This design comes from an exercise in tuning for small area, a short achievable clock period and few clock cycles per item on the open sky130 flow, not from production work.
Only simulation tests tie the RTL to the original design; equivalence was not proved.
Power figures rest on the tool's default switching activity, not on a simulated workload.

==> flow/design.v, too long to show whole: its modules and the start of the top module <==
// module matrix_mul: 3510 lines
module matrix_mul (
    input wire clk,
    input wire rst_n,
    input wire [127:0] matrix_a,
    input wire [127:0] matrix_b,
    input wire start,
    output wire done,
    output reg [255:0] result
);
  // ...
==> flow/flow/run.sh <==
#!/bin/bash
# The standard layout with two changes:
#  - every input and output port gets a 1x buffer (sky130_fd_sc_hd__buf_1)
#    instead of the default delay buffer;
#  - after synthesis, flow/fa_polarity.tcl picks the polarity of each full
#    adder so that fewer inverters sit between adders (no register changes).
# make's output goes to standard.log; each ORFS step logs under orfs/logs/.
set -euo pipefail
export BUFFER_PORTS_ARGS="-buffer_cell sky130_fd_sc_hd__buf_1"
export POST_SYNTH_TCL="$PWD/flow/fa_polarity.tcl"
bash standard.sh finish > standard.log 2>&1
==> flow/flow/fa_polarity.tcl <==
# Remove inverters around full-adder cells.
#
# A full adder is self-dual: FA(~a, ~b, ~c) = (~sum, ~cout). Yosys's adder
# extraction picks each adder's polarity on its own, which leaves inverters
# between adders. This chooses, for every sky130_fd_sc_hd__fa_* cell, whether
# to implement it as is or with all its inputs and outputs complemented, so
# that as few inverters as possible are needed, then rebuilds the inverters.
# Only combinational cells change; registers, ports and port nets do not.

# ORFS sources this from inside a proc; run it at global level instead.
if {[info level] > 0} {
  uplevel #0 [list source [info script]]
  return
}

proc fp_log {msg} { puts "fa_polarity: $msg" }

set fp_block [ord::get_db_block]
set fp_inv_master [[ord::get_db] findMaster sky130_fd_sc_hd__inv_1]

proc fp_is_inv {inst} {
  return [string match "sky130_fd_sc_hd__inv_*" [[$inst getMaster] getName]]
}
proc fp_is_fa {inst} {
  return [string match "sky130_fd_sc_hd__fa_*" [[$inst getMaster] getName]]
}
proc fp_pin {inst name} {
  foreach it [$inst getITerms] {
    if {[[$it getMTerm] getName] eq $name} { return $it }
  }
  return ""
}
proc fp_driver {net} {
  foreach it [$net getITerms] {
    if {[$it isOutputSignal]} { return $it }
  }
  return ""
}

# Inverters that are free to go: input and output nets are not port nets.
set fp_invs {}
foreach inst [$fp_block getInsts] {
  if {![fp_is_inv $inst]} { continue }
  set a [[fp_pin $inst A] getNet]
  set y [[fp_pin $inst Y] getNet]
  if {$a eq "" || $y eq ""} { continue }
  if {[llength [$a getBTerms]] || [llength [$y getBTerms]]} { continue }
  set ::fp_free([$inst getId]) 1
  lappend fp_invs $inst
}

# root and polarity of each net: follow free inverters back to their source.
proc fp_root {net} {
  set pol 0
  set n $net
  for {set i 0} {$i < 64} {incr i} {
    set d [fp_driver $n]
    if {$d eq ""} { break }
    set inst [$d getInst]
    if {![info exists ::fp_free([$inst getId])]} { break }
    set n [[fp_pin $inst A] getNet]
    set pol [expr {!$pol}]
  }
  return [list $n $pol]
}

# Loads: every input pin of a cell that is not a free inverter, and every
# output port, with the root net and polarity it needs.
# roots(net) -> list of {iterm pol fa_id}; fa_id is "" for a non-adder load.
array set fp_loads {}
array set fp_rootnet {}
set fp_nloads 0
foreach inst [$fp_block getInsts] {
  if {[info exists ::fp_free([$inst getId])]} { continue }
  set fa [expr {[fp_is_fa $inst] ? [$inst getId] : ""}]
  foreach it [$inst getITerms] {
    if {![$it isInputSignal]} { continue }
    set net [$it getNet]
    if {$net eq ""} { continue }
    lassign [fp_root $net] r pol
    set rid [$r getId]
    set fp_rootnet($rid) $r
    lappend fp_loads($rid) [list $it $pol $fa]
    incr fp_nloads
  }
}

# Adders: which roots they drive and which roots they read.
array set fp_flip {}
array set fp_drives {}
array set fp_reads {}
array set fp_drvfa {}
foreach inst [$fp_block getInsts] {
  if {![fp_is_fa $inst]} { continue }
  set id [$inst getId]
  set fp_flip($id) 0
  set fp_drives($id) {}
  set fp_reads($id) {}
  foreach p {SUM COUT} {
    set it [fp_pin $inst $p]
    set net [$it getNet]
    if {$net eq ""} { continue }
    set fp_drvfa([$net getId]) $id
    set fp_rootnet([$net getId]) $net
    lappend fp_drives($id) [$net getId]
  }
  foreach p {A B CIN} {
    set net [[fp_pin $inst $p] getNet]
    if {$net eq ""} { continue }
    lappend fp_reads($id) [[lindex [fp_root $net] 0] getId]
  }
}

proc fp_cost {rid} {
  if {![info exists ::fp_loads($rid)]} { return 0 }
  set phys 0
  if {[info exists ::fp_drvfa($rid)]} { set phys $::fp_flip($::fp_drvfa($rid)) }
  foreach l $::fp_loads($rid) {
    lassign $l it pol fa
    if {$fa ne ""} { set pol [expr {$pol ^ $::fp_flip($fa)}] }
    if {$pol != $phys} { return 1 }
  }
  return 0
}
proc fp_touch {id} {
  return [lsort -unique [concat $::fp_drives($id) $::fp_reads($id)]]
}

set fp_total 0
foreach rid [array names fp_loads] { incr fp_total [fp_cost $rid] }
fp_log "free inverters [llength $fp_invs], adders [array size fp_flip], inverted roots before $fp_total"

# Local search: flip an adder while that lowers the count.
for {set pass 0} {$pass < 20} {incr pass} {
  set gain 0
  foreach id [array names fp_flip] {
    set t [fp_touch $id]
    set before 0
    foreach r $t { incr before [fp_cost $r] }
    set fp_flip($id) [expr {!$fp_flip($id)}]
    set after 0
    foreach r $t { incr after [fp_cost $r] }
    if {$after < $before} {
      incr gain [expr {$before - $after}]
    } else {
      set fp_flip($id) [expr {!$fp_flip($id)}]
    }
  }
  fp_log "pass $pass: saved $gain"
  if {$gain == 0} { break }
}
set fp_total 0
foreach rid [array names fp_loads] { incr fp_total [fp_cost $rid] }
fp_log "inverted roots after $fp_total"

# Rebuild: drop the free inverters, connect each load to its root or to one
# new inverter of that root.
foreach inst $fp_invs {
  foreach it [$inst getITerms] { $it disconnect }
  odb::dbInst_destroy $inst
}
set fp_new 0
foreach rid [array names fp_loads] {
  set r $fp_rootnet($rid)
  set phys 0
  if {[info exists fp_drvfa($rid)]} { set phys $fp_flip($fp_drvfa($rid)) }
  set inv ""
  foreach l $fp_loads($rid) {
    lassign $l it pol fa
    if {$fa ne ""} { set pol [expr {$pol ^ $fp_flip($fa)}] }
    set old [$it getNet]
    if {$pol == $phys} {
      set want $r
    } else {
      if {$inv eq ""} {
        incr fp_new
        set inv [odb::dbNet_create $fp_block "fa_pol_n$fp_new"]
        set ii [odb::dbInst_create $fp_block $fp_inv_master "fa_pol_inv$fp_new"]
        [fp_pin $ii A] connect $r
        [fp_pin $ii Y] connect $inv
      }
      set want $inv
    }
    if {$old ne $want} {
      $it disconnect
      $it connect $want
    }
  }
}
# Nets left without pins: the inverters' old outputs.
set fp_gone 0
foreach net [$fp_block getNets] {
  if {[llength [$net getITerms]] == 0 && [llength [$net getBTerms]] == 0} {
    odb::dbNet_destroy $net
    incr fp_gone
  }
}
fp_log "removed $fp_gone empty nets"
fp_log "inverters now $fp_new"
==> flow/standard.sh <==
#!/bin/bash
# synth_recipe.tcl (not shown) runs the flow's synth.tcl, then flattens the netlist and writes it again
# the make line also repeats each setting of config.mk as NAME=value (left out here)
make -C /OpenROAD-flow-scripts/flow DESIGN_CONFIG=/design/flow/config.mk WORK_HOME=/design/flow/orfs CLKGATE_MAP_FILE= SYNTH_SCRIPT=/design/flow/synth_recipe.tcl "${@:-finish}"
==> flow/config.mk <==
export PLATFORM = sky130hd
export DESIGN_NAME = matrix_mul
export DESIGN_NICKNAME = matrix_mul
export VERILOG_FILES = /design/flow/design.v
export SDC_FILE = /design/flow/constraint.sdc
export NUM_CORES = 4
export LEC_CHECK = 0
export CAP_MARGIN = 20
export CORE_MARGIN = 2
export CORE_UTILIZATION = 40
export SLEW_MARGIN = 20
==> flow/constraint.sdc <==
create_clock -name core_clock -period 8.0 [get_ports {clk}]
set_input_delay 1.6000 -clock core_clock [delete_from_list [all_inputs] [get_ports {clk}]]
set_output_delay 1.6000 -clock core_clock [all_outputs]
set_load 0.01 [all_outputs]
==> reports/qor.txt, run 1 <==
Status = finished clean
Worst-Skew Late Latency = 0.63 ns
Most frequent cells in the layout = and2_1 (839), fa_1 (832), buf_1 (515)
Seq power = 0.00319 W
Non-filler cells, final = 6,074
Reg2Reg Depth = 13
Cell count of the worst hold path = 2
1st-pass router iterations = 7
Met2 Wirelength = 56,580 um
Net Sw Power = 0.01058 W
DR WL/cell = 19.63 um
Worst hold path type = flop to flop
Hold Startpoint = st[4]
Cell depth of the worst setup path = 13
Leakage power = 23.37 nW
Max Cap Viol = 0
Fraction of layout cells with a size suffix above 1 = 0.03975
Top cell by count, worst path = fa_1
Port Buffers = 515
P_comb = 0.0160 W
Routed WL = 119,200 um
Clock Path Buffers = 3
Hold Violations, Final = 0
Placeable Area = 105,100 um2
Critical path fanouts, max = 19
Final Setup Violations = 0
Testbench counts, summed over its fixed seeds: cycles 1,784, items 256.
==> run 2, diff against run 1 <==
--- a/flow/config.mk
+++ b/flow/config.mk
@@ -5,6 +5,7 @@
 export SDC_FILE = /design/flow/constraint.sdc
 export NUM_CORES = 4
 export LEC_CHECK = 0
+export ABC_AREA = 1
 export CAP_MARGIN = 20
 export CORE_MARGIN = 2
 export CORE_UTILIZATION = 40
==> run 2 against run 1 <==
Still clean on timing, DRC and antenna. Setup slack improved by 0.61 ns. Sequential power rose by 8.8%. Critical path depth grew 2. Flip-flop and latch count unchanged. Final area is 8.8% higher. Total power increased by 17%. Clock skew about the same. Critical path type unchanged.
==> reports/qor.txt, run 2 <==
Status = finished clean
Grt ovf = 0
Int Power = 0.01102 W
Fillers = 11,830
Antenna violations before repair = 5
CTS clk-pin slew, worst paths = 0.06 ns
WP data required = 8.53 ns
Top Ports = 516
Max reg flops = 256
Sw frac = 0.5634
Crit-path max cell delay = 1.08 ns
Setup TNS = 0 ns
Worst R2R Start = opb[22]
Synth Cell Area = 46,510 um2
Vias = 39,520
1st-pass router iterations = 5 (-2)
Die height = 345.0 um
P&R area growth vs syn = 10.69%
Pwr dens = 490.2 nW/um2
Antenna Violating Nets Remaining = 0
Reg2Reg Depth = 15 (+2)
Commonest non-fill, non-tap cell in the layout = nand2_1
Maximum VDD drop = 0.2588 mV
Initial DRC count = 2,017
Fraction of layout cells with a size suffix above 1 = 0.03617 (-0.003582)
Leakage power = 29.05 nW (+24%)
CTS Buf Count = 48
Final Setup Violations = 0 (unchanged)
DRC viols = 0
Post-Place Cells = 8,098
Clock Path Buffers = 3 (unchanged)
Routed WL = 139,800 um (+17%)
Max Cap Viol = 0 (unchanged)
Yosys warning total = 1
Global-route wire length before repair = 220,900 um
Clk sink count = 325
Final worst-path cycle share = 0.5570
CTS HTree Levels = 2
Worst hold path type = flop to flop
Largest net degree at the start of global routing = 74
Minimum clock period = 4.456 ns
Max_slew headroom = 0.2443
Top reg by flops = result
Clock skew = 0.02793 ns
Worst-Skew Late Latency = 0.64 ns (about the same)
Sequential power share = 0.137
Hold Violations, Final = 0 (unchanged)
Slew Limit Fails = 0
Overall Global Routing Usage = 0.2397
Clk root buf = clkbuf_16
Clock Power Share = 0.094
Synth Net Count = 7,666
Critical path fanouts, max = 32 (+13)
CP arrival = 4.98 ns
Cell depth of the worst setup path = 15 (+2)
Power share of the combinational group = 0.769
Post-Syn Instances = 6,255
Top cell by count, worst path = nand2_1
CTS resizes = 0
Footprint of the multi-input gates = 33,410 um2
Crit path from = opb[22]
Crit path cell chain = nand2_1 > fa_1 > inv_1 > fa_1 > fa_1 > fa_1 > ha_1 > nand2_1 > inv_1 > a21oi_1 > nand2_1 > nand2_1 > nand3_1 > nand2_1 > nor2_1
CP Launch Type = flop
Crit. End Element = flop
DPL Wire Length = 103,000 um
Routability-driven placement congestion ratio = 0.8736
Setup slack, reg-to-reg = 3.54 ns
CTS tree = done
Mean post-synth cell area = 7.436 um2
# hold bufs at CTS = 0
Worst path slowest cell = dfxtp_2
Starting density of the core = 0.4019
Most frequent cells in the layout = nand2_1 (2,076), inv_1 (1,469), fa_1 (832)
Num rows = 125
Horiz. Die Dim = 345.0 um
RSZ-0062 raised after global routing = false
Critical Path End = result[173]
Final #Nets = 8,035
Biggest regs = result: 256 flops, opa: 32 flops, opb: 32 flops
Pre-CTS setup slack = 3.570 ns
Net Sw Power = 0.01422 W (+34%)
Largest delay contributor family on the critical path = adder cells
Via density = 4.825
Final Worst Setup Slack = 3.544 ns
Vias in the first global route = 40,260
Die area = 119,000 um2
Total power = 0.02523 W
Post-CTS Setup Inserts = 0
Fmax = 224.4 MHz
Non-filler cells, final = 8,190 (+35%)
Crit Path Class = flop to flop
Sequential cell area = 6591 um2
Layout Utilization = 0.4448
Placeable Area = 115,700 um2 (+10%)
Worst path bufs/invs = 2
Slew @ Worst Pin = 1.134 ns
Port Buffers = 515 (unchanged)
DR WL/cell = 17.07 um (-13%)
R2r endpoint = result[173]
[run 2: area by class of cell]
class / instances / share of cell area
Multi-Input combinational cell: 4211 / 0.6491
Sequential cell: 325 / 0.1280
Antenna cell: 3 / 0.0001458
Timing Repair Buffer: 568 / 0.04528
Clock buffer: 70 / 0.02790
Inverter: 1470 / 0.1072
Clock inverter: 19 / 0.005298
Tap cell: 1524 / 0.03704
[run 2: metal layers]
layer	GRT usage	vias up	part of all wire
met2	0.4088	1143	0.47
li1	-	18840	-
met5	0	-	0
met4	0.07170	0	0.031
met3	0.03925	186	0.065
met1	0.3121	19350	0.43
[run 2: tightest hold or removal path, cell delays in order (launching register included)]
cell	delay [ns]
dfxtp_1	0.32
ha_1	0.13
inv_1	0.03
nor2_1	0.07
[run 2: power by group through the flow]
stage / sequential [W] / combinational, W / clock [W]
after floorplan: 0.00323 / 0.0148 / 0
after global placement: 0.00352 / 0.0190 / 0
after detailed placement: 0.00352 / 0.0194 / 0
after CTS: 0.00350 / 0.0195 / 0.00244
after global routing: 0.00357 / 0.0227 / 0.00248
final: 0.00347 / 0.0194 / 0.00236
[run 2: worst min-delay path by stage]
stage | startpoint | end | slack [ns] | cells past startpoint
detailed placement | result[160] | result[160] | 0.57 | 3
global placement | result[128] | result[128] | 0.57 | 3
floorplan | st[3] | st[4] | 0.37 | 0
CTS | result[160] | result[160] | 0.59 | 3
global route | result[160] | result[160] | 0.64 | 3
finish | result[160] | result[160] | 0.58 | 3
[run 2: per-stage QoR]
step / hold WS (ns) / instance area, um2
after floorplan: 0.3689 / 46510
after global placement: 0.5663 / 49760
after detailed placement: 0.5718 / 49760
after CTS: 0.5887 / 51470
after global routing: 0.6394 / 51470
final: 0.5834 / 51480
==> run 3, diff against run 2 <==
--- a/flow/config.mk
+++ b/flow/config.mk
@@ -5,8 +5,8 @@
 export SDC_FILE = /design/flow/constraint.sdc
 export NUM_CORES = 4
 export LEC_CHECK = 0
-export ABC_AREA = 1
 export CAP_MARGIN = 20
 export CORE_MARGIN = 2
 export CORE_UTILIZATION = 40
+export SETUP_SLACK_MARGIN = 5.0
 export SLEW_MARGIN = 20
==> run 3 against run 2 <==
Still clean on timing, DRC and antenna. Sequential power is 7.5% lower. Maximum frequency is 3.9% higher. Non-clock buffer count is 584 higher. Final area is 17% higher. Utilization is 13 points higher. Clock-buffer cell count is 10 lower. Hold slack worse by 0.058 ns. Combinational power is about 40% higher. Area after synthesis is 8.9% lower. Critical path depth is 2 lower. Clock power is 6% lower. Cell count is 19% lower. Critical endpoint is now result[222]. Largest cell class unchanged.
==> reports/qor.txt, run 3 <==
Status = finished clean
Maximum VDD drop = 0.3982 mV (+54%)
Synth Cell Area = 42,350 um2 (-8.9%)
R2r endpoint = result[222]
Final #Nets = 6,625 (-18%)
Largest delay contributor family on the critical path = adder cells
Highest Signal Layer = met5
Crit path cell chain = buf_12 > and2_4 > fa_2 > fa_2 > fa_1 > fa_1 > ha_4 > and2_4 > a221oi_4 > nand4_1 > a311oi_2 > or3_1 > a21oi_2
Worst R2R Start = opa[24]
Clock skew = 0.03773 ns (+0.009799 ns)
CP Launch Type = flop
Worst path slowest cell = fa_1
Routed WL = 170,700 um (+22%)
Met3 Wirelength = 13,840 um (+53%)
Max_slew headroom = 0.3765 (+0.1322)
Setup TNS = 0 ns (unchanged)
Minimum clock period = 4.290 ns (-0.1663 ns)
Fmax = 233.1 MHz (+3.9%)
Max Cap Viol = 0 (unchanged)
Pwr dens = 543.4 nW/um2 (+11%)
Clk root buf = clkbuf_16
Port Buffers = 515 (unchanged)
Slew @ Worst Pin = 0.9352 ns (-0.1983 ns)
CP arrival = 4.76 ns (-0.22 ns)
Critical path fanouts, max = 6 (-81%)
Met2 Wirelength = 79,670 um (+21%)
Global-route wire length before repair = 243,300 um (+10%)
Grt ovf = 0 (unchanged)
Vias in the first global route = 36,800 (-8.6%)
Final worst-path cycle share = 0.5362 (-0.02079)
Fraction of layout cells with a size suffix above 1 = 0.3236 (+0.2874)
Reg2Reg Depth = 13 (-2)
Mean post-synth cell area = 9.935 um2 (+34%)
RSZ-0062 raised after global routing = true
Setup slack, reg-to-reg = 3.71 ns (+0.17 ns)
Cell count of the worst hold path = 2 (-1)
Hold path endpoint = st[0]
CTS Buf Count = 47 (-2.1%)
Synth Net Count = 5,674 (-26%)
Clk sink count = 325 (unchanged)
Initial DRC count = 2,221 (+10%)
P&R area growth vs syn = 42.01%
Post-Syn Instances = 4,263 (-32%)
Top Ports = 516 (unchanged)
Antenna Violating Nets Remaining = 0 (unchanged)
DPL Wire Length = 89,190 um (-13%)
Finished Cell Area = 60,150 um2 (+17%)
Antenna violations before repair = 22 (+17)
WP data required = 8.47 ns (-0.06 ns)
# hold bufs at CTS = 0 (unchanged)
Most frequent cells in the layout = and2_1 (659), fa_1 (579), buf_1 (504)
Die height = 329.4 um (-4.5%)
Hold Violations, Final = 0 (unchanged)
Vias = 35,400 (-10%)
CTS HTree Levels = 2 (unchanged)
Via density = 5.326 (+10%)
Routability-driven placement congestion ratio = 0.8247 (-5.6%)
Largest net degree at the start of global routing = 129 (+74%)
Die area = 108,500 um2 (-8.8%)
DRC viols = 0 (unchanged)
M1 wire length = 67,950 um (+12%)
Slew Limit Fails = 0 (unchanged)
Worst path bufs/invs = 1 (-1)
Crit. End Element = flop
Post-DP Area = 47,180 um2 (-5.2%)
Starting density of the core = 0.4029 (+0.001050)
Commonest non-fill, non-tap cell in the layout = and2_1
Leakage power = 27.62 nW (-4.9%)
CTS clk-pin slew, worst paths = 0.06 ns (about the same)
Placeable Area = 105,100 um2 (-9.2%)
Overall Global Routing Usage = 0.3094 (+0.06971)
Horiz. Die Dim = 329.4 um (-4.5%)
Yosys warning total = 1 (unchanged)
Clock Path Buffers = 3 (unchanged)
Hold Startpoint = st[4]
CTS tree = done
Num rows = 119 (-4.8%)
Worst hold path type = flop to flop
Biggest regs = result: 256 flops, opa: 32 flops, opb: 32 flops
Hold Worst Slack = 0.5252 ns (-0.05816 ns)
Fillers = 8,980 (-24%)
Crit Path Class = flop to flop
Top reg by flops = result
Max reg flops = 256 (unchanged)
Final Setup Violations = 0 (unchanged)
1st-pass router iterations = 7 (+2)
Worst-Skew Late Latency = 0.65 ns (about the same)
DR WL/cell = 25.69 um (+50%)
Crit-path max cell delay = 0.57 ns (-0.51 ns)
==> run 3: cell types whose count changed in the layout (fill, tap and decap cells not counted), moves of 145 or more <==
cell     change
a21oi_1    -164
and2_1     +659
and2_4     +180
buf_4      +244
fa_1       -253
fa_2       +253
ha_1       -158
ha_4       +145
inv_1     -1049
nand2_1   -1804
nor2_1     -212
==> run 3: how the worst max path moves through the flow <==
stage,startpoint,endpoint,cells past startpoint
floorplan,opb[15],result[159],13
global placement,opa[19],result[159],12
detailed placement,opa[19],result[159],12
CTS,opb[14],result[159],13
global route,opa[21],result[159],13
finish,opa[24],result[222],13
==> run 3: layer usage <==
layer	vias to the layer above	GRT usage
li1	15330	-
met1	18360	0.4021
met2	1338	0.4984
met3	352	0.06805
met4	10	0.1315
met5	-	0
==> run 3: final cells by class <==
type,instances,area [um2],area share
diodes,5,12.51,0.0002080
clock inverters,25,280.3,0.004660
clock buffers,60,1285,0.02136
repair buffers,1152,10250,0.1705
multi-input cells,3251,38160,0.6344
inverters,437,1643,0.02731
well taps,1391,1740,0.02894
flip-flops and latches,325,6773,0.1126
==> run 3: through the flow <==
step	cells	utilization	power [W]	worst slack, ns
floorplan	4263	-	0.01791	3.897
global placement	5958	0.4488	0.02151	3.095
detailed placement	5958	0.4488	0.02179	3.066
CTS	6510	0.5483	0.02969	3.830
global route	6641	0.5720	0.03526	3.616
finish	6646	0.5722	0.03268	3.710
==> run 3: report_power, final <==
part	internal [W]	leakage [nW]	total [W]	switching (W)
logic	0.0139	24.1	0.0272	0.0134
registers	0.00246	2.77	0.00321	0.000745
clock network	0.00130	0.759	0.00222	0.000926
==> run 3: timing repair <==
item                                    in CTS  in global routing
pin swaps                                  518                337
endpoints found under the setup margin     206                201
gates resized for setup                    788                285
gates cloned                                42                  7
buffers inserted                           425                124
endpoints found under the hold margin        0                  0
==> run 3: worst register-to-register path, delay by kind of cell, from the launching register on <==
family / cells / cell delay (ns)
compound gates: 3 / 0.74
fa+ha+maj: 5 / 2.09
buf+inv: 1 / 0.14
flops: 1 / 0.35
simple gates: 4 / 0.80
==> run 4, diff against run 3 <==
--- a/flow/config.mk
+++ b/flow/config.mk
@@ -8,5 +8,5 @@
 export CAP_MARGIN = 20
 export CORE_MARGIN = 2
 export CORE_UTILIZATION = 40
-export SETUP_SLACK_MARGIN = 5.0
+export SETUP_SLACK_MARGIN = 4.0
 export SLEW_MARGIN = 20
==> run 4 against run 3 <==
Final area is 9.8% lower. Non-clock buffer count is 319 lower. Hold slack better by 0.058 ns. Routed wire length is 12% lower. Flip-flop and latch count stayed put. Area after synthesis stayed put. Clock power hardly changed. Setup slack worse by 0.062 ns. Critical path depth is 1 higher.
==> reports/qor.txt, run 4 <==
Status = finished clean
DRC viols = 0 (unchanged)
Synth Net Count = 5,674 (unchanged)
Crit Path Class = flop to flop
Max reg flops = 256 (unchanged)
CTS tree = done
Maximum VDD drop = 0.3009 mV (-24%)
Placeable Area = 105,100 um2 (unchanged)
Global-route wire length before repair = 216,800 um (-11%)
Largest net degree at the start of global routing = 142 (+10%)
Vias in the first global route = 34,590 (-6.0%)
CTS Buf Count = 48 (+2.1%)
CTS clk-pin slew, worst paths = 0.05 ns (about the same)
CP Launch Type = flop
Setup slack, reg-to-reg = 3.65 ns (-0.06 ns)
# hold bufs at CTS = 0 (unchanged)
Num rows = 119 (unchanged)
RSZ-0062 raised after global routing = true
Biggest regs = result: 256 flops, opa: 32 flops, opb: 32 flops
Final worst-path cycle share = 0.5440 (+0.007790)
Minimum clock period = 4.352 ns (+0.06232 ns)
Max_slew headroom = 0.3220 (-0.05451)
Final Setup Violations = 0 (unchanged)
Synth Cell Area = 42,350 um2 (unchanged)
Worst-Skew Late Latency = 0.65 ns (about the same)
Clock skew = 0.02744 ns (-0.01029 ns)
WP data required = 8.56 ns (+0.09 ns)
Routability-driven placement congestion ratio = 0.8426 (+2.2%)
Most frequent cells in the layout = and2_1 (792), fa_1 (692), buf_1 (515)
Hold Startpoint = st[4]
Post-Syn Instances = 4,263 (unchanged)
Die area = 108,500 um2 (unchanged)
Starting density of the core = 0.4029 (unchanged)
Commonest non-fill, non-tap cell in the layout = and2_1
Clk sink count = 325 (unchanged)
DPL Wire Length = 89,210 um (about the same)
Non-filler cells, final = 6,333 (-4.7%)
Setup TNS = 0 ns (unchanged)
Worst R2R Start = opb[13]
Fraction of layout cells with a size suffix above 1 = 0.1858 (-0.1378)
Horiz. Die Dim = 329.4 um (unchanged)
Overall Global Routing Usage = 0.2698 (-0.03962)
Initial DRC count = 2,176 (-2.0%)
Mean post-synth cell area = 9.935 um2 (unchanged)
Post-Place Cells = 5,987 (+0.49%)
Hold Violations, Final = 0 (unchanged)
Antenna Violating Nets Remaining = 0 (unchanged)
Cell count of the worst hold path = 2 (unchanged)
P&R area growth vs syn = 28.08%
1st-pass router iterations = 5 (-2)
CTS HTree Levels = 2 (unchanged)
Top reg by flops = result
Fmax = 229.8 MHz (-1.4%)
CP arrival = 4.91 ns (+0.15 ns)
Via density = 5.237 (-1.7%)
Pwr dens = 516.6 nW/um2 (-4.9%)
Max Cap Viol = 0 (unchanged)
Top Ports = 516 (unchanged)
Vias = 33,170 (-6.3%)
Die height = 329.4 um (unchanged)
Routed WL = 150,300 um (-12%)
Leakage power = 25.59 nW (-7.4%)
Hold path endpoint = st[0]
Reg2Reg Depth = 14 (+1)
DR WL/cell = 23.74 um (-7.6%)
Clock Path Buffers = 3 (unchanged)
Clk root buf = clkbuf_16
Port Buffers = 515 (unchanged)
Antenna violations before repair = 21 (-4.5%)
Crit. End Element = flop
Grt ovf = 0 (unchanged)
Worst hold path type = flop to flop
Yosys warning total = 1 (unchanged)
Slew @ Worst Pin = 1.017 ns (+0.08176 ns)
Critical path fanouts, max = 9 (+3)
Slew Limit Fails = 0 (unchanged)
Final #Nets = 6,307 (-4.8%)
R2r endpoint = result[222]
run 4: what timing repair did:
item                       4_1_cts  5_1_grt
cloned                          42       12
buffers inserted               122       74
setup endpoints to repair      124      100
gates resized for setup        540      296
pin swaps                      231      304
run 4: layer usage:
layer  share of wire  global-route usage
met1            0.41              0.3583
met2            0.47              0.4467
met3           0.084             0.05793
met4           0.034             0.07105
met5         0.00018                   0
run 4: how the worst max path moves through the flow:
stage	depth (start not counted)	start	slack [ns]	end
global placement	13	opb[11]	2.98	result[159]
global route	14	opb[11]	3.53	result[222]
CTS	13	opb[14]	3.70	result[159]
finish	14	opb[13]	3.65	result[222]
floorplan	13	opb[15]	3.89	result[159]
detailed placement	13	opb[11]	2.83	result[158]
run 4: area by class of cell:
type | count | area (um2)
Fill cell | 9568 | 50870
Multi-Input combinational cell | 3251 | 35780
Sequential cell | 325 | 6748
Timing Repair Buffer | 833 | 6709
Tap cell | 1391 | 1740
Inverter | 437 | 1640
Clock buffer | 70 | 1425
Clock inverter | 14 | 175.2
Antenna cell | 12 | 30.03
run 4: critical path: stages (launching register included):
cell and delay [ns]:
dfxtp_4 0.36, buf_12 0.14, buf_6 0.14, and2_1 0.16
fa_2 0.39, fa_1 0.49, fa_1 0.52, fa_1 0.54
ha_4 0.31, o21ai_1 0.10, a21bo_2 0.24, a21oi_4 0.16
a311oi_2 0.15, or3_1 0.41, a21oi_2 0.14
run 4: metrics by stage:
step	setup WS (ns)	total power, W	hold slack, ns	utilization	area (um2)
4_1_cts	3.701	0.02524	0.5932	0.4948	52010
2_1_floorplan	3.891	0.01573	0.3648	-	42600
3_5_place_dp	2.828	0.01956	0.5800	0.4357	45800
6_report	3.648	0.02802	0.5836	0.5160	54250
5_1_grt	3.530	0.03056	0.6156	0.5158	54220
3_3_place_gp	2.982	0.01926	0.5748	0.4357	45800
run 4: report_power, final:
| group | leakage (nW) | switching (W) | internal, W |
|---|---|---|---|
| Combinational | 22.0 | 0.0117 | 0.0110 |
| Clock | 0.789 | 0.000892 | 0.00135 |
| Sequential | 2.76 | 0.000683 | 0.00246 |
==> run 5, diff against run 4 <==
--- a/flow/config.mk
+++ b/flow/config.mk
@@ -8,5 +8,5 @@
 export CAP_MARGIN = 20
 export CORE_MARGIN = 2
 export CORE_UTILIZATION = 40
-export SETUP_SLACK_MARGIN = 4.0
+export SETUP_SLACK_MARGIN = 3.0
 export SLEW_MARGIN = 20
==> run 5 against run 4 <==
Sequential power rose by 1%. Clock-buffer cell count fell by 12. Total power fell by 23%. Still clean. Via count fell by 7.5%. Hold slack got worse by 0.087 ns. Clock skew fell by 0.00063 ns. Flip-flop and latch count did not move. First-iteration DRC count fell by 31%. Global-route usage fell by 4.4 points. Routed wire length fell by 21%.
==> reports/qor.txt, run 5 <==
Clock skew = 0.02681 ns (-0.0006314 ns)
Antenna Violating Nets Remaining = 0 (unchanged)
RSZ-0062 raised after global routing = true
Synth Cell Area = 42,350 um2 (unchanged)
Fmax = 209.2 MHz (-9.0%)
Commonest non-fill, non-tap cell in the layout = and2_1
P&R area growth vs syn = 11.78%
Routed WL = 119,300 um (-21%)
Slew @ Worst Pin = 1.034 ns (+0.01697 ns)
Leakage power = 23.38 nW (-8.6%)
Worst hold path type = flop to flop
Final worst-path cycle share = 0.5975 (+0.05352)
Placeable Area = 105,100 um2 (unchanged)
Max reg flops = 256 (unchanged)
Vias in the first global route = 32,580 (-5.8%)
Via density = 5.050 (-3.6%)
Layout Utilization = 0.4504 (-0.06566)
Clk root buf = clkbuf_16
Most frequent cells in the layout = and2_1 (839), fa_1 (832), buf_1 (515)
Hold Violations, Final = 0 (unchanged)
# hold bufs at CTS = 0 (unchanged)
Yosys warning total = 1 (unchanged)
Pwr dens = 454.6 nW/um2 (-12%)
Vias = 30,680 (-7.5%)
Max Cap Viol = 0 (unchanged)
Status = finished clean
Horiz. Die Dim = 329.4 um (unchanged)
Worst R2R Start = opa[20]
Setup TNS = 0 ns (unchanged)
Largest net degree at the start of global routing = 162 (+14%)
CTS Buf Count = 47 (-2.1%)
Post-Syn Instances = 4,263 (unchanged)
Fraction of layout cells with a size suffix above 1 = 0.04232 (-0.1435)
Die area = 108,500 um2 (unchanged)
Final #Nets = 6,054 (-4.0%)
Clk sink count = 325 (unchanged)
CTS clk-pin slew, worst paths = 0.07 ns (+0.02 ns)
Finished Cell Area = 47,340 um2 (-13%)
Setup slack, reg-to-reg = 3.22 ns (-0.43 ns)
DPL Wire Length = 89,750 um (+0.60%)
WP data required = 8.52 ns (-0.04 ns)
DR WL/cell = 19.63 um (-17%)
Global-route wire length before repair = 188,100 um (-13%)
Synth Net Count = 5,674 (unchanged)
Mean post-synth cell area = 9.935 um2 (unchanged)
Post-DP Area = 45,620 um2 (-0.40%)
Grt ovf = 0 (unchanged)
Biggest regs = result: 256 flops, opa: 32 flops, opb: 32 flops
Antenna violations before repair = 12 (-43%)
Reg2Reg Depth = 13 (-1)
Overall Global Routing Usage = 0.2256 (-0.04423)
Num rows = 119 (unchanged)
Critical path fanouts, max = 19 (+10)
Final Setup Violations = 0 (unchanged)
Crit Path Class = flop to flop
Port Buffers = 515 (unchanged)
Crit. End Element = flop
1st-pass router iterations = 7 (+2)
Slew Limit Fails = 0 (unchanged)
Minimum clock period = 4.780 ns (+0.4281 ns)
Initial DRC count = 1,496 (-31%)
Top reg by flops = result
Critical Path End = result[159]
Die height = 329.4 um (unchanged)
CTS HTree Levels = 2 (unchanged)
CP arrival = 5.30 ns (+0.39 ns)
DRC viols = 0 (unchanged)
R2r endpoint = result[159]
Clock Path Buffers = 3 (unchanged)
Post-CTS Setup Inserts = 0 (-100%)
Worst-Skew Late Latency = 0.63 ns (-0.02 ns)
Starting density of the core = 0.4029 (unchanged)
Routability-driven placement congestion ratio = 0.8306 (-1.4%)
CTS tree = done
Top Ports = 516 (unchanged)
Fillers = 10,250 (+7.1%)
Maximum VDD drop = 0.2117 mV (-30%)
Max_slew headroom = 0.3107 (-0.01132)
Crit path from = opa[20]
CP Launch Type = flop
## run 5: how the worst min path moves through the flow
stage | startpoint | end | depth (start not counted)
2_1_floorplan | st[1] | st[2] | 0
3_3_place_gp | st[4] | st[0] | 2
3_5_place_dp | st[4] | st[0] | 2
4_1_cts | st[4] | st[0] | 2
5_1_grt | st[4] | st[0] | 2
6_report | st[4] | st[0] | 2
## run 5: repair_timing
| action | 4_1_cts | 5_1_grt |
|---|---|---|
| endpoints found under the setup margin | 2 | 26 |
| gates resized for setup | 1 | 20 |
| cloned | 0 | 0 |
| pin swaps | 0 | 1 |
## run 5: where the power goes
part | internal [W] | leakage, nW | switching, W
Combinational | 0.00707 | 19.8 | 0.00894
Clock | 0.00142 | 0.819 | 0.000893
Sequential | 0.00245 | 2.74 | 0.000744
## run 5: through the flow
stage,cells,setup WS [ns],power (W),hold WS [ns]
after floorplan,4263,3.731,0.01546,0.3648
after global placement,5985,3.000,0.01902,0.4858
after detailed placement,5985,2.947,0.01926,0.4838
after CTS,6070,3.027,0.02179,0.4959
after global routing,6070,2.999,0.02417,0.5442
final,6075,3.220,0.02152,0.4966
## run 5: critical path: stages, from the launching register on
cell and delay [ns]:
dfxtp_2 0.61, buf_4 0.29, and2_1 0.17, fa_1 0.44, fa_1 0.46, fa_1 0.53, fa_1 0.41, ha_1 0.23
nor3_1 0.19, o21ai_1 0.13, a31o_1 0.27, o41a_1 0.38, a31oi_1 0.21, mux2_1 0.33
## run 5: cell type report
cell class                      count  area, um2  share of cell area
Multi-Input combinational cell   3251      33240              0.7021
Sequential cell                   325       6585              0.1391
Timing Repair Buffer              581       2452             0.05180
Tap cell                         1391       1740             0.03676
Inverter                          437       1640             0.03465
Clock buffer                       58       1320             0.02788
Clock inverter                     27      351.6            0.007426
Antenna cell                        5      12.51           0.0002643
## run 5: per-layer routing
metal / vias up / GRT usage / part of all wire
li1: 14140 / - / -
met1: 15710 / 0.3040 / 0.44
met2: 713 / 0.3729 / 0.47
met3: 119 / 0.04878 / 0.067
met4: 2 / 0.04664 / 0.020
met5: - / 0.01000 / 0.0013

==> what the ideal ports hide <==
In the flow no input, the clock included, has a driving cell. The finished layouts below were timed again as built, in two steps. Step 1 assumes that a clkbuf_16 drives the clock port and a buf_2 every other input. Step 2 moves the port delays by t, midway between the first and last clock arrival at a register: inputs arrive t later, outputs are due t later. That takes back most of the time a late clock gives input paths. Three values: no drivers, after step 1, after step 2; two values: the first two.
| run | t (ns) | setup WS [ns] | slew at the worst register clock pin (ns) | cell pins on the clock port's net |
|---|---|---|---|---|
| run 1 | 0.689 | 2.938 / 2.938 / 2.938 | 0.07 / 0.07 | 1 |
| run 2 | 0.702 | 3.544 / 3.544 / 3.544 | 0.06 / 0.06 | 1 |
| run 3 | 0.709 | 3.710 / 3.710 / 3.710 | 0.06 / 0.06 | 1 |
| run 4 | 0.705 | 3.648 / 3.648 / 3.648 | 0.06 / 0.06 | 1 |
| run 5 | 0.690 | 3.220 / 3.220 / 3.220 | 0.07 / 0.07 | 1 |
After both steps every run listed still meets setup and hold.
